Context: an optimization exercise on an open-source flow, tuned for small area and a short achievable clock period. The choices shown serve that exercise and are no tape-out recipe.

==> inputs of run M <==
Design pipeline_sum, start of the top module:
module pipeline_sum (
    input clk,
    input [15:0] a, b,
    output [31:0] r
);
Settings: LEC_CHECK=0, ABC_AREA=1, CAP_MARGIN=20, CORE_MARGIN=2, CORE_UTILIZATION=55, SLEW_MARGIN=20; clock period 36.0 ns.
standard.sh (not shown) runs the stock make flow with config.mk's settings and CLKGATE_MAP_FILE= SYNTH_SCRIPT=/design/flow/synth_recipe.tcl, a recipe that flattens the netlist after the stock synthesis.
==> flow/flow/run.sh <==
#!/bin/bash
set -euo pipefail
MARGIN=25
bash standard.sh SETUP_SLACK_MARGIN=$MARGIN SETUP_MOVE_SEQUENCE=sizeup,swap SKIP_GATE_CLONING=1 \
  "BUFFER_PORTS_ARGS=-buffer_cell sky130_fd_sc_hd__buf_1" finish > make_finish.log 2>&1
==> run Y (differences from run M) <==
--- a/flow/design.v
+++ b/flow/design.v
@@ -193,72 +193,74 @@
   assign s1_r6_d[6] = s1_r6_t[6] ^ (s1_r6_q & (bb_c1[6] ^ s1_r6_bo[6]));
   assign s1_r6_d[7] = s1_r6_t[7] ^ (s1_r6_q & (bb_c1[7] ^ s1_r6_bo[7]));
   assign s1_r6_d[8] = s1_r6_t[8] ^ (s1_r6_q & (bb_c1[8] ^ s1_r6_bo[8]));
   assign s1_r6_d[9] = s1_r6_t[9] ^ (s1_r6_q & (bb_c1[9] ^ s1_r6_bo[9]));
   wire [15:0] s1_r6_ra = {s1_r6_d, s1_r7_ra[5:0]};
+  wire [10:0] s1_r5_t = s1_r6_ra[15:5];
+  wire s1_r5_hz = ~(|bb_c1[15:11]);
+  wire [11:0] s1_r5_bo;
+  assign s1_r5_bo[0] = 1'b0;
+  assign s1_r5_bo[1] = (s1_r5_t[0] ^ bb_c1[0]) ? bb_c1[0] : s1_r5_bo[0];
+  assign s1_r5_bo[2] = (s1_r5_t[1] ^ bb_c1[1]) ? bb_c1[1] : s1_r5_bo[1];
+  assign s1_r5_bo[3] = (s1_r5_t[2] ^ bb_c1[2]) ? bb_c1[2] : s1_r5_bo[2];
+  assign s1_r5_bo[4] = (s1_r5_t[3] ^ bb_c1[3]) ? bb_c1[3] : s1_r5_bo[3];
+  assign s1_r5_bo[5] = (s1_r5_t[4] ^ bb_c1[4]) ? bb_c1[4] : s1_r5_bo[4];
+  assign s1_r5_bo[6] = (s1_r5_t[5] ^ bb_c1[5]) ? bb_c1[5] : s1_r5_bo[5];
+  assign s1_r5_bo[7] = (s1_r5_t[6] ^ bb_c1[6]) ? bb_c1[6] : s1_r5_bo[6];
+  assign s1_r5_bo[8] = (s1_r5_t[7] ^ bb_c1[7]) ? bb_c1[7] : s1_r5_bo[7];
+  assign s1_r5_bo[9] = (s1_r5_t[8] ^ bb_c1[8]) ? bb_c1[8] : s1_r5_bo[8];
+  assign s1_r5_bo[10] = (s1_r5_t[9] ^ bb_c1[9]) ? bb_c1[9] : s1_r5_bo[9];
+  assign s1_r5_bo[11] = (s1_r5_t[10] ^ bb_c1[10]) ? bb_c1[10] : s1_r5_bo[10];
+  wire s1_r5_q = s1_r5_hz & ~s1_r5_bo[11];
+  wire [10:0] s1_r5_d;
+  assign s1_r5_d[0] = s1_r5_t[0] ^ (s1_r5_q & (bb_c1[0] ^ s1_r5_bo[0]));
+  assign s1_r5_d[1] = s1_r5_t[1] ^ (s1_r5_q & (bb_c1[1] ^ s1_r5_bo[1]));
+  assign s1_r5_d[2] = s1_r5_t[2] ^ (s1_r5_q & (bb_c1[2] ^ s1_r5_bo[2]));
+  assign s1_r5_d[3] = s1_r5_t[3] ^ (s1_r5_q & (bb_c1[3] ^ s1_r5_bo[3]));
+  assign s1_r5_d[4] = s1_r5_t[4] ^ (s1_r5_q & (bb_c1[4] ^ s1_r5_bo[4]));
+  assign s1_r5_d[5] = s1_r5_t[5] ^ (s1_r5_q & (bb_c1[5] ^ s1_r5_bo[5]));
+  assign s1_r5_d[6] = s1_r5_t[6] ^ (s1_r5_q & (bb_c1[6] ^ s1_r5_bo[6]));
+  assign s1_r5_d[7] = s1_r5_t[7] ^ (s1_r5_q & (bb_c1[7] ^ s1_r5_bo[7]));
+  assign s1_r5_d[8] = s1_r5_t[8] ^ (s1_r5_q & (bb_c1[8] ^ s1_r5_bo[8]));
+  assign s1_r5_d[9] = s1_r5_t[9] ^ (s1_r5_q & (bb_c1[9] ^ s1_r5_bo[9]));
+  assign s1_r5_d[10] = s1_r5_t[10] ^ (s1_r5_q & (bb_c1[10] ^ s1_r5_bo[10]));
+  wire [15:0] s1_r5_ra = {s1_r5_d, s1_r6_ra[4:0]};
   reg [15:0] ra_c2;
   reg [15:0] bb_c2;
-  reg [9:0] ah_c2;
+  reg [10:0] ah_c2;
   reg q15_c2;
   reg q14_c2;
   reg q13_c2;
   reg q12_c2;
   reg q11_c2;
   reg q10_c2;
   reg q9_c2;
   reg q8_c2;
   reg q7_c2;
   reg q6_c2;
+  reg q5_c2;
   always_ff @(posedge clk) begin
-    ra_c2 <= s1_r6_ra;
+    ra_c2 <= s1_r5_ra;
     bb_c2 <= bb_c1;
-    ah_c2 <= {ah_c1, ra_c1[13:6]};
+    ah_c2 <= {ah_c1, ra_c1[13:5]};
     q15_c2 <= q15_c1;
     q14_c2 <= q14_c1;
     q13_c2 <= s1_r13_q;
     q12_c2 <= s1_r12_q;
     q11_c2 <= s1_r11_q;
     q10_c2 <= s1_r10_q;
     q9_c2 <= s1_r9_q;
     q8_c2 <= s1_r8_q;
     q7_c2 <= s1_r7_q;
     q6_c2 <= s1_r6_q;
+    q5_c2 <= s1_r5_q;
   end
-  wire [15:0] xa = {ah_c2, ra_c2[5:0]};
+  wire [15:0] xa = {ah_c2, ra_c2[4:0]};
   wire [15:0] sh = (bb_c2[15:4] == 12'd0) ? (xa << bb_c2[3:0]) : 16'd0;
   wire [17:0] xs = {2'b0, xa | bb_c2} + {2'b0, xa ^ bb_c2} + {2'b0, sh};
-  wire [17:0] ym2 = xs + {1'b0, 1'b0, q15_c2, q14_c2, q13_c2, q12_c2, q11_c2, q10_c2, q9_c2, q8_c2, q7_c2, q6_c2, 1'b0, 1'b0, 1'b0, 1'b0, 1'b0, 1'b0};
-  wire [10:0] s2_r5_t = ra_c2[15:5];
-  wire s2_r5_hz = ~(|bb_c2[15:11]);
-  wire [11:0] s2_r5_bo;
-  assign s2_r5_bo[0] = 1'b0;
-  assign s2_r5_bo[1] = (s2_r5_t[0] ^ bb_c2[0]) ? bb_c2[0] : s2_r5_bo[0];
-  assign s2_r5_bo[2] = (s2_r5_t[1] ^ bb_c2[1]) ? bb_c2[1] : s2_r5_bo[1];
-  assign s2_r5_bo[3] = (s2_r5_t[2] ^ bb_c2[2]) ? bb_c2[2] : s2_r5_bo[2];
-  assign s2_r5_bo[4] = (s2_r5_t[3] ^ bb_c2[3]) ? bb_c2[3] : s2_r5_bo[3];
-  assign s2_r5_bo[5] = (s2_r5_t[4] ^ bb_c2[4]) ? bb_c2[4] : s2_r5_bo[4];
-  assign s2_r5_bo[6] = (s2_r5_t[5] ^ bb_c2[5]) ? bb_c2[5] : s2_r5_bo[5];
-  assign s2_r5_bo[7] = (s2_r5_t[6] ^ bb_c2[6]) ? bb_c2[6] : s2_r5_bo[6];
-  assign s2_r5_bo[8] = (s2_r5_t[7] ^ bb_c2[7]) ? bb_c2[7] : s2_r5_bo[7];
-  assign s2_r5_bo[9] = (s2_r5_t[8] ^ bb_c2[8]) ? bb_c2[8] : s2_r5_bo[8];
-  assign s2_r5_bo[10] = (s2_r5_t[9] ^ bb_c2[9]) ? bb_c2[9] : s2_r5_bo[9];
-  assign s2_r5_bo[11] = (s2_r5_t[10] ^ bb_c2[10]) ? bb_c2[10] : s2_r5_bo[10];
-  wire s2_r5_q = s2_r5_hz & ~s2_r5_bo[11];
-  wire [10:0] s2_r5_d;
-  assign s2_r5_d[0] = s2_r5_t[0] ^ (s2_r5_q & (bb_c2[0] ^ s2_r5_bo[0]));
-  assign s2_r5_d[1] = s2_r5_t[1] ^ (s2_r5_q & (bb_c2[1] ^ s2_r5_bo[1]));
-  assign s2_r5_d[2] = s2_r5_t[2] ^ (s2_r5_q & (bb_c2[2] ^ s2_r5_bo[2]));
-  assign s2_r5_d[3] = s2_r5_t[3] ^ (s2_r5_q & (bb_c2[3] ^ s2_r5_bo[3]));
-  assign s2_r5_d[4] = s2_r5_t[4] ^ (s2_r5_q & (bb_c2[4] ^ s2_r5_bo[4]));
-  assign s2_r5_d[5] = s2_r5_t[5] ^ (s2_r5_q & (bb_c2[5] ^ s2_r5_bo[5]));
-  assign s2_r5_d[6] = s2_r5_t[6] ^ (s2_r5_q & (bb_c2[6] ^ s2_r5_bo[6]));
-  assign s2_r5_d[7] = s2_r5_t[7] ^ (s2_r5_q & (bb_c2[7] ^ s2_r5_bo[7]));
-  assign s2_r5_d[8] = s2_r5_t[8] ^ (s2_r5_q & (bb_c2[8] ^ s2_r5_bo[8]));
-  assign s2_r5_d[9] = s2_r5_t[9] ^ (s2_r5_q & (bb_c2[9] ^ s2_r5_bo[9]));
-  assign s2_r5_d[10] = s2_r5_t[10] ^ (s2_r5_q & (bb_c2[10] ^ s2_r5_bo[10]));
-  wire [15:0] s2_r5_ra = {s2_r5_d, ra_c2[4:0]};
-  wire [11:0] s2_r4_t = s2_r5_ra[15:4];
+  wire [17:0] ym2 = xs + {1'b0, 1'b0, q15_c2, q14_c2, q13_c2, q12_c2, q11_c2, q10_c2, q9_c2, q8_c2, q7_c2, q6_c2, q5_c2, 1'b0, 1'b0, 1'b0, 1'b0, 1'b0};
+  wire [11:0] s2_r4_t = ra_c2[15:4];
   wire s2_r4_hz = ~(|bb_c2[15:12]);
   wire [12:0] s2_r4_bo;
   assign s2_r4_bo[0] = 1'b0;
   assign s2_r4_bo[1] = (s2_r4_t[0] ^ bb_c2[0]) ? bb_c2[0] : s2_r4_bo[0];
   assign s2_r4_bo[2] = (s2_r4_t[1] ^ bb_c2[1]) ? bb_c2[1] : s2_r4_bo[1];
@@ -284,11 +286,11 @@
   assign s2_r4_d[7] = s2_r4_t[7] ^ (s2_r4_q & (bb_c2[7] ^ s2_r4_bo[7]));
   assign s2_r4_d[8] = s2_r4_t[8] ^ (s2_r4_q & (bb_c2[8] ^ s2_r4_bo[8]));
   assign s2_r4_d[9] = s2_r4_t[9] ^ (s2_r4_q & (bb_c2[9] ^ s2_r4_bo[9]));
   assign s2_r4_d[10] = s2_r4_t[10] ^ (s2_r4_q & (bb_c2[10] ^ s2_r4_bo[10]));
   assign s2_r4_d[11] = s2_r4_t[11] ^ (s2_r4_q & (bb_c2[11] ^ s2_r4_bo[11]));
-  wire [15:0] s2_r4_ra = {s2_r4_d, s2_r5_ra[3:0]};
+  wire [15:0] s2_r4_ra = {s2_r4_d, ra_c2[3:0]};
   wire [12:0] s2_r3_t = s2_r4_ra[15:3];
   wire s2_r3_hz = ~(|bb_c2[15:13]);
   wire [13:0] s2_r3_bo;
   assign s2_r3_bo[0] = 1'b0;
   assign s2_r3_bo[1] = (s2_r3_t[0] ^ bb_c2[0]) ? bb_c2[0] : s2_r3_bo[0];
@@ -416,11 +418,11 @@
   assign s2_x4_c3[15] = (s2_x4_t[14] ^ s2_x4_b3[14]) ? s2_x4_b3[14] : s2_x4_c3[14];
   assign s2_x4_c3[16] = (s2_x4_t[15] ^ s2_x4_b3[15]) ? s2_x4_b3[15] : s2_x4_c3[15];
   wire s2_x4_ge3 = ~(|s2_x4_b3[17:16]) & ~s2_x4_c3[16];
   wire s2_x4_q1 = s2_x4_ge2;
   wire s2_x4_q0 = s2_x4_q1 ? s2_x4_ge3 : s2_x4_ge1;
-  wire [6:0] ml = {1'b0, ym2[5:0]} + {1'b0, s2_r5_q, s2_r4_q, s2_r3_q, s2_r2_q, 1'b0, 1'b0};
+  wire [6:0] ml = {1'b0, ym2[5:0]} + {1'b0, 1'b0, s2_r4_q, s2_r3_q, s2_r2_q, 1'b0, 1'b0};
   wire lc1 = ml[0] & s2_x4_q0;
   wire lc2 = (ml[1] & s2_x4_q1) | ((ml[1] | s2_x4_q1) & lc1);
   wire [6:0] lo7;
   assign lo7[0] = ml[0] ^ s2_x4_q0;
   assign lo7[1] = ml[1] ^ s2_x4_q1 ^ lc1;
==> notes <==
Run Y completed with no timing, DRC or antenna violations. Run M went through all stages and came out clean. In run Y the worst hold slack is lower than in run M, by 0.0022 ns. Between run M and run Y, the lower synthesized area is in run M (gap 0.69%, measured against run Y). Between run Y and run M, the lower flip-flop and latch count is in run M (gap 2). In run M the setup slack is better than in run Y, by 0.70 ns.
Function was not checked in any run of this note: the RTL went through the layout flow alone.


==> v32 <==
Another version of the RTL of pipeline_sum (not shown whole).
==> flow/design.v (excerpt) <==
module pipeline_sum (
    input clk,
    input [15:0] a, b,
    output [31:0] r
);
  wire [0:0] s0_r15_t = a[15:15];
  wire s0_r15_hz = ~(|b[15:1]);
  wire [1:0] s0_r15_bo;
  assign s0_r15_bo[0] = 1'b0;
  assign s0_r15_bo[1] = (s0_r15_t[0] ^ b[0]) ? b[0] : s0_r15_bo[0];
  wire s0_r15_q = s0_r15_hz & ~s0_r15_bo[1];
  wire [0:0] s0_r15_d;
  assign s0_r15_d[0] = s0_r15_t[0] ^ (s0_r15_q & (b[0] ^ s0_r15_bo[0]));
  wire [15:0] s0_r15_ra = {s0_r15_d, a[14:0]};
  wire [1:0] s0_r14_t = s0_r15_ra[15:14];
  wire s0_r14_hz = ~(|b[15:2]);
  wire [2:0] s0_r14_bo;
  assign s0_r14_bo[0] = 1'b0;
  assign s0_r14_bo[1] = (s0_r14_t[0] ^ b[0]) ? b[0] : s0_r14_bo[0];
  assign s0_r14_bo[2] = (s0_r14_t[1] ^ b[1]) ? b[1] : s0_r14_bo[1];
  wire s0_r14_q = s0_r14_hz & ~s0_r14_bo[2];
  wire [1:0] s0_r14_d;
  assign s0_r14_d[0] = s0_r14_t[0] ^ (s0_r14_q & (b[0] ^ s0_r14_bo[0]));
  assign s0_r14_d[1] = s0_r14_t[1] ^ (s0_r14_q & (b[1] ^ s0_r14_bo[1]));
  wire [15:0] s0_r14_ra = {s0_r14_d, s0_r15_ra[13:0]};
  wire [2:0] s0_r13_t = s0_r14_ra[15:13];
  wire s0_r13_hz = ~(|b[15:3]);
  wire [3:0] s0_r13_bo;
  assign s0_r13_bo[0] = 1'b0;
  assign s0_r13_bo[1] = (s0_r13_t[0] ^ b[0]) ? b[0] : s0_r13_bo[0];
  assign s0_r13_bo[2] = (s0_r13_t[1] ^ b[1]) ? b[1] : s0_r13_bo[1];
  assign s0_r13_bo[3] = (s0_r13_t[2] ^ b[2]) ? b[2] : s0_r13_bo[2];
  wire s0_r13_q = s0_r13_hz & ~s0_r13_bo[3];
  wire [2:0] s0_r13_d;
  assign s0_r13_d[0] = s0_r13_t[0] ^ (s0_r13_q & (b[0] ^ s0_r13_bo[0]));
  assign s0_r13_d[1] = s0_r13_t[1] ^ (s0_r13_q & (b[1] ^ s0_r13_bo[1]));
  assign s0_r13_d[2] = s0_r13_t[2] ^ (s0_r13_q & (b[2] ^ s0_r13_bo[2]));
  wire [15:0] s0_r13_ra = {s0_r13_d, s0_r14_ra[12:0]};
  wire [3:0] s0_r12_t = s0_r13_ra[15:12];
  ...
clock: 36.0 ns
lec_check: 0
abc_area: 1
cap_margin: 20
core_margin: 2
core_utilization: 55
cts_buf_list: sky130_fd_sc_hd__clkbuf_8
slew_margin: 20
run.sh (not shown) runs the stock make flow with config.mk's settings and CLKGATE_MAP_FILE= SYNTH_SCRIPT=/design/flow/synth_recipe.tcl, a recipe that flattens the netlist after the stock synthesis.
Stock flow here: none of the scripts above is used.
==> inputs of v17, as changes to v32 <==
--- a/flow/design.v
+++ b/flow/design.v
@@ -195,78 +195,76 @@
   assign s1_r6_d[4] = s1_r6_t[4] ^ (s1_r6_q & (bb_c1[4] ^ s1_r6_bo[4]));
   assign s1_r6_d[5] = s1_r6_t[5] ^ (s1_r6_q & (bb_c1[5] ^ s1_r6_bo[5]));
   assign s1_r6_d[6] = s1_r6_t[6] ^ (s1_r6_q & (bb_c1[6] ^ s1_r6_bo[6]));
   assign s1_r6_d[7] = s1_r6_t[7] ^ (s1_r6_q & (bb_c1[7] ^ s1_r6_bo[7]));
   assign s1_r6_d[8] = s1_r6_t[8] ^ (s1_r6_q & (bb_c1[8] ^ s1_r6_bo[8]));
   assign s1_r6_d[9] = s1_r6_t[9] ^ (s1_r6_q & (bb_c1[9] ^ s1_r6_bo[9]));
   wire [15:0] s1_r6_ra = {s1_r6_d, s1_r7_ra[5:0]};
-  wire [10:0] s1_r5_t = s1_r6_ra[15:5];
-  wire s1_r5_hz = ~(|bb_c1[15:11]);
-  wire [11:0] s1_r5_bo;
-  assign s1_r5_bo[0] = 1'b0;
-  assign s1_r5_bo[1] = (s1_r5_t[0] ^ bb_c1[0]) ? bb_c1[0] : s1_r5_bo[0];
-  assign s1_r5_bo[2] = (s1_r5_t[1] ^ bb_c1[1]) ? bb_c1[1] : s1_r5_bo[1];
-  assign s1_r5_bo[3] = (s1_r5_t[2] ^ bb_c1[2]) ? bb_c1[2] : s1_r5_bo[2];
-  assign s1_r5_bo[4] = (s1_r5_t[3] ^ bb_c1[3]) ? bb_c1[3] : s1_r5_bo[3];
-  assign s1_r5_bo[5] = (s1_r5_t[4] ^ bb_c1[4]) ? bb_c1[4] : s1_r5_bo[4];
-  assign s1_r5_bo[6] = (s1_r5_t[5] ^ bb_c1[5]) ? bb_c1[5] : s1_r5_bo[5];
-  assign s1_r5_bo[7] = (s1_r5_t[6] ^ bb_c1[6]) ? bb_c1[6] : s1_r5_bo[6];
-  assign s1_r5_bo[8] = (s1_r5_t[7] ^ bb_c1[7]) ? bb_c1[7] : s1_r5_bo[7];
-  assign s1_r5_bo[9] = (s1_r5_t[8] ^ bb_c1[8]) ? bb_c1[8] : s1_r5_bo[8];
-  assign s1_r5_bo[10] = (s1_r5_t[9] ^ bb_c1[9]) ? bb_c1[9] : s1_r5_bo[9];
-  assign s1_r5_bo[11] = (s1_r5_t[10] ^ bb_c1[10]) ? bb_c1[10] : s1_r5_bo[10];
-  wire s1_r5_q = s1_r5_hz & ~s1_r5_bo[11];
-  wire [10:0] s1_r5_d;
-  assign s1_r5_d[0] = s1_r5_t[0] ^ (s1_r5_q & (bb_c1[0] ^ s1_r5_bo[0]));
-  assign s1_r5_d[1] = s1_r5_t[1] ^ (s1_r5_q & (bb_c1[1] ^ s1_r5_bo[1]));
-  assign s1_r5_d[2] = s1_r5_t[2] ^ (s1_r5_q & (bb_c1[2] ^ s1_r5_bo[2]));
-  assign s1_r5_d[3] = s1_r5_t[3] ^ (s1_r5_q & (bb_c1[3] ^ s1_r5_bo[3]));
-  assign s1_r5_d[4] = s1_r5_t[4] ^ (s1_r5_q & (bb_c1[4] ^ s1_r5_bo[4]));
-  assign s1_r5_d[5] = s1_r5_t[5] ^ (s1_r5_q & (bb_c1[5] ^ s1_r5_bo[5]));
-  assign s1_r5_d[6] = s1_r5_t[6] ^ (s1_r5_q & (bb_c1[6] ^ s1_r5_bo[6]));
-  assign s1_r5_d[7] = s1_r5_t[7] ^ (s1_r5_q & (bb_c1[7] ^ s1_r5_bo[7]));
-  assign s1_r5_d[8] = s1_r5_t[8] ^ (s1_r5_q & (bb_c1[8] ^ s1_r5_bo[8]));
-  assign s1_r5_d[9] = s1_r5_t[9] ^ (s1_r5_q & (bb_c1[9] ^ s1_r5_bo[9]));
-  assign s1_r5_d[10] = s1_r5_t[10] ^ (s1_r5_q & (bb_c1[10] ^ s1_r5_bo[10]));
-  wire [15:0] s1_r5_ra = {s1_r5_d, s1_r6_ra[4:0]};
   reg [15:0] ra_c2;
   reg [15:0] bb_c2;
-  reg [10:0] ah_c2;
+  reg [9:0] ah_c2;
   reg q15_c2;
   reg q14_c2;
   reg q13_c2;
   reg q12_c2;
   reg q11_c2;
   reg q10_c2;
   reg q9_c2;
   reg q8_c2;
   reg q7_c2;
   reg q6_c2;
-  reg q5_c2;
   always_ff @(posedge clk) begin
-    ra_c2 <= s1_r5_ra;
+    ra_c2 <= s1_r6_ra;
     bb_c2 <= bb_c1;
-    ah_c2 <= {ah_c1, ra_c1[11:5]};
+    ah_c2 <= {ah_c1, ra_c1[11:6]};
     q15_c2 <= q15_c1;
     q14_c2 <= q14_c1;
     q13_c2 <= q13_c1;
     q12_c2 <= q12_c1;
     q11_c2 <= s1_r11_q;
     q10_c2 <= s1_r10_q;
     q9_c2 <= s1_r9_q;
     q8_c2 <= s1_r8_q;
     q7_c2 <= s1_r7_q;
     q6_c2 <= s1_r6_q;
-    q5_c2 <= s1_r5_q;
   end
-  wire [15:0] xa = {ah_c2, ra_c2[4:0]};
+  wire [15:0] xa = {ah_c2, ra_c2[5:0]};
   wire [15:0] sh = (bb_c2[15:4] == 12'd0) ? (xa << bb_c2[3:0]) : 16'd0;
   wire [17:0] xs = {2'b0, xa | bb_c2} + {2'b0, xa ^ bb_c2} + {2'b0, sh};
-  wire [17:0] ym2 = xs + {1'b0, 1'b0, q15_c2, q14_c2, q13_c2, q12_c2, q11_c2, q10_c2, q9_c2, q8_c2, q7_c2, q6_c2, q5_c2, 1'b0, 1'b0, 1'b0, 1'b0, 1'b0};
-  wire [11:0] s2_r4_t = ra_c2[15:4];
+  wire [17:0] ym2 = xs + {1'b0, 1'b0, q15_c2, q14_c2, q13_c2, q12_c2, q11_c2, q10_c2, q9_c2, q8_c2, q7_c2, q6_c2, 1'b0, 1'b0, 1'b0, 1'b0, 1'b0, 1'b0};
+  wire [10:0] s2_r5_t = ra_c2[15:5];
+  wire s2_r5_hz = ~(|bb_c2[15:11]);
+  wire [11:0] s2_r5_bo;
+  assign s2_r5_bo[0] = 1'b0;
+  assign s2_r5_bo[1] = (s2_r5_t[0] ^ bb_c2[0]) ? bb_c2[0] : s2_r5_bo[0];
+  assign s2_r5_bo[2] = (s2_r5_t[1] ^ bb_c2[1]) ? bb_c2[1] : s2_r5_bo[1];
+  assign s2_r5_bo[3] = (s2_r5_t[2] ^ bb_c2[2]) ? bb_c2[2] : s2_r5_bo[2];
+  assign s2_r5_bo[4] = (s2_r5_t[3] ^ bb_c2[3]) ? bb_c2[3] : s2_r5_bo[3];
+  assign s2_r5_bo[5] = (s2_r5_t[4] ^ bb_c2[4]) ? bb_c2[4] : s2_r5_bo[4];
+  assign s2_r5_bo[6] = (s2_r5_t[5] ^ bb_c2[5]) ? bb_c2[5] : s2_r5_bo[5];
+  assign s2_r5_bo[7] = (s2_r5_t[6] ^ bb_c2[6]) ? bb_c2[6] : s2_r5_bo[6];
+  assign s2_r5_bo[8] = (s2_r5_t[7] ^ bb_c2[7]) ? bb_c2[7] : s2_r5_bo[7];
+  assign s2_r5_bo[9] = (s2_r5_t[8] ^ bb_c2[8]) ? bb_c2[8] : s2_r5_bo[8];
+  assign s2_r5_bo[10] = (s2_r5_t[9] ^ bb_c2[9]) ? bb_c2[9] : s2_r5_bo[9];
+  assign s2_r5_bo[11] = (s2_r5_t[10] ^ bb_c2[10]) ? bb_c2[10] : s2_r5_bo[10];
+  wire s2_r5_q = s2_r5_hz & ~s2_r5_bo[11];
+  wire [10:0] s2_r5_d;
+  assign s2_r5_d[0] = s2_r5_t[0] ^ (s2_r5_q & (bb_c2[0] ^ s2_r5_bo[0]));
+  assign s2_r5_d[1] = s2_r5_t[1] ^ (s2_r5_q & (bb_c2[1] ^ s2_r5_bo[1]));
+  assign s2_r5_d[2] = s2_r5_t[2] ^ (s2_r5_q & (bb_c2[2] ^ s2_r5_bo[2]));
+  assign s2_r5_d[3] = s2_r5_t[3] ^ (s2_r5_q & (bb_c2[3] ^ s2_r5_bo[3]));
+  assign s2_r5_d[4] = s2_r5_t[4] ^ (s2_r5_q & (bb_c2[4] ^ s2_r5_bo[4]));
+  assign s2_r5_d[5] = s2_r5_t[5] ^ (s2_r5_q & (bb_c2[5] ^ s2_r5_bo[5]));
+  assign s2_r5_d[6] = s2_r5_t[6] ^ (s2_r5_q & (bb_c2[6] ^ s2_r5_bo[6]));
+  assign s2_r5_d[7] = s2_r5_t[7] ^ (s2_r5_q & (bb_c2[7] ^ s2_r5_bo[7]));
+  assign s2_r5_d[8] = s2_r5_t[8] ^ (s2_r5_q & (bb_c2[8] ^ s2_r5_bo[8]));
+  assign s2_r5_d[9] = s2_r5_t[9] ^ (s2_r5_q & (bb_c2[9] ^ s2_r5_bo[9]));
+  assign s2_r5_d[10] = s2_r5_t[10] ^ (s2_r5_q & (bb_c2[10] ^ s2_r5_bo[10]));
+  wire [15:0] s2_r5_ra = {s2_r5_d, ra_c2[4:0]};
+  wire [11:0] s2_r4_t = s2_r5_ra[15:4];
   wire s2_r4_hz = ~(|bb_c2[15:12]);
   wire [12:0] s2_r4_bo;
   assign s2_r4_bo[0] = 1'b0;
   assign s2_r4_bo[1] = (s2_r4_t[0] ^ bb_c2[0]) ? bb_c2[0] : s2_r4_bo[0];
   assign s2_r4_bo[2] = (s2_r4_t[1] ^ bb_c2[1]) ? bb_c2[1] : s2_r4_bo[1];
   assign s2_r4_bo[3] = (s2_r4_t[2] ^ bb_c2[2]) ? bb_c2[2] : s2_r4_bo[2];
   assign s2_r4_bo[4] = (s2_r4_t[3] ^ bb_c2[3]) ? bb_c2[3] : s2_r4_bo[3];
@@ -288,15 +286,15 @@
   assign s2_r4_d[5] = s2_r4_t[5] ^ (s2_r4_q & (bb_c2[5] ^ s2_r4_bo[5]));
   assign s2_r4_d[6] = s2_r4_t[6] ^ (s2_r4_q & (bb_c2[6] ^ s2_r4_bo[6]));
   assign s2_r4_d[7] = s2_r4_t[7] ^ (s2_r4_q & (bb_c2[7] ^ s2_r4_bo[7]));
   assign s2_r4_d[8] = s2_r4_t[8] ^ (s2_r4_q & (bb_c2[8] ^ s2_r4_bo[8]));
   assign s2_r4_d[9] = s2_r4_t[9] ^ (s2_r4_q & (bb_c2[9] ^ s2_r4_bo[9]));
   assign s2_r4_d[10] = s2_r4_t[10] ^ (s2_r4_q & (bb_c2[10] ^ s2_r4_bo[10]));
   assign s2_r4_d[11] = s2_r4_t[11] ^ (s2_r4_q & (bb_c2[11] ^ s2_r4_bo[11]));
-  wire [15:0] s2_r4_ra = {s2_r4_d, ra_c2[3:0]};
+  wire [15:0] s2_r4_ra = {s2_r4_d, s2_r5_ra[3:0]};
   wire [12:0] s2_r3_t = s2_r4_ra[15:3];
   wire s2_r3_hz = ~(|bb_c2[15:13]);
   wire [13:0] s2_r3_bo;
   assign s2_r3_bo[0] = 1'b0;
   assign s2_r3_bo[1] = (s2_r3_t[0] ^ bb_c2[0]) ? bb_c2[0] : s2_r3_bo[0];
   assign s2_r3_bo[2] = (s2_r3_t[1] ^ bb_c2[1]) ? bb_c2[1] : s2_r3_bo[1];
   assign s2_r3_bo[3] = (s2_r3_t[2] ^ bb_c2[2]) ? bb_c2[2] : s2_r3_bo[2];
@@ -416,23 +414,25 @@
   assign s2_r0_bo[12] = (s2_r0_t[11] ^ bb_c2[11]) ? bb_c2[11] : s2_r0_bo[11];
   assign s2_r0_bo[13] = (s2_r0_t[12] ^ bb_c2[12]) ? bb_c2[12] : s2_r0_bo[12];
   assign s2_r0_bo[14] = (s2_r0_t[13] ^ bb_c2[13]) ? bb_c2[13] : s2_r0_bo[13];
   assign s2_r0_bo[15] = (s2_r0_t[14] ^ bb_c2[14]) ? bb_c2[14] : s2_r0_bo[14];
   assign s2_r0_bo[16] = (s2_r0_t[15] ^ bb_c2[15]) ? bb_c2[15] : s2_r0_bo[15];
   wire s2_r0_q = s2_r0_hz & ~s2_r0_bo[16];
   reg [17:0] y_c3;
+  reg q5_c3;
   reg q4_c3;
   reg q3_c3;
   reg q2_c3;
   reg q1_c3;
   reg q0_c3;
   always_ff @(posedge clk) begin
     y_c3 <= ym2;
+    q5_c3 <= s2_r5_q;
     q4_c3 <= s2_r4_q;
     q3_c3 <= s2_r3_q;
     q2_c3 <= s2_r2_q;
     q1_c3 <= s2_r1_q;
     q0_c3 <= s2_r0_q;
   end
-  wire [17:0] rsum = y_c3 + {1'b0, 1'b0, 1'b0, 1'b0, 1'b0, 1'b0, 1'b0, 1'b0, 1'b0, 1'b0, 1'b0, 1'b0, 1'b0, q4_c3, q3_c3, q2_c3, q1_c3, q0_c3};
+  wire [17:0] rsum = y_c3 + {1'b0, 1'b0, 1'b0, 1'b0, 1'b0, 1'b0, 1'b0, 1'b0, 1'b0, 1'b0, 1'b0, 1'b0, q5_c3, q4_c3, q3_c3, q2_c3, q1_c3, q0_c3};
   assign r = {14'd0, rsum};
 endmodule
==> results.yml <==
logic_synthesis:
  synth_simple_gate_area_frac: 0.334
  synth-seq-cells: 116
  ys_types: 58
power_and_ir_drop:
  powerDensity_nw_per_um2: 39.3
  swShare: 0.375
  powerSeq_uw: 157
finish:
  seq_area_frac: 0.201
  area.growth.synth_to_final_pct: 9.23
placement:
  place_congestion: 0.863
  placed_cells: 1857
clock_network:
  cts.sinks: 116
floorplan:
  core-area_um2: 18800
detailed_routing:
  num_vias: 9378
global_routing:
  grt_use_met1: 0.314
run_status:
  status: "no timing/DRC/antenna violations"
# the run above: v17

==> results.yml <==
power_and_ir_drop:
  swShare: 0.397
  powerDensity_nw_per_um2: 38.1
  powerSeq_uw: 159
detailed_routing:
  num_vias: 9833
floorplan:
  core-area_um2: 19600
placement:
  placed_cells: 1935
  place_congestion: 0.905
clock_network:
  cts.sinks: 117
logic_synthesis:
  ys_types: 57
  synth-seq-cells: 117
finish:
  seq_area_frac: 0.194
  area.growth.synth_to_final_pct: 9.02
run_status:
  status: "no timing/DRC/antenna violations"
# the run above: v32

No run of this note included a check of the RTL's function; only the layout flow was run.

-- afterwards: timing with drivers on the ports --
How much do the figures lean on ideal ports? The routed layouts below were timed once more, with nothing changed but the port constraints. Step 1 assumes that a clkbuf_16 drives the clock port and a buf_2 every other input. Step 2 also shifts input and output timing later by t, the mid clock arrival at the registers, as if the neighbouring blocks saw the same clock. a / b / c = ideal / step 1 / step 2; a / b = the first two.
| run | t, ns | setup slack, ns | cell pins on the clock port's net |
|---|---|---|---|
| run M | 0.419 | 26.088 / 26.088 / 26.088 | 1 |
| run Y | 0.416 | 25.392 / 25.392 / 25.392 | 1 |
| v32 | 0.479 | 24.546 / 24.561 / 24.083 | 1 |
| v17 | 0.480 | 24.667 / 24.681 / 24.201 | 1 |
After both steps setup and hold are still met in every run listed. The setup slack of v17, which loses most, moves by +0.014 ns with the drivers and by -0.466 ns with both steps.
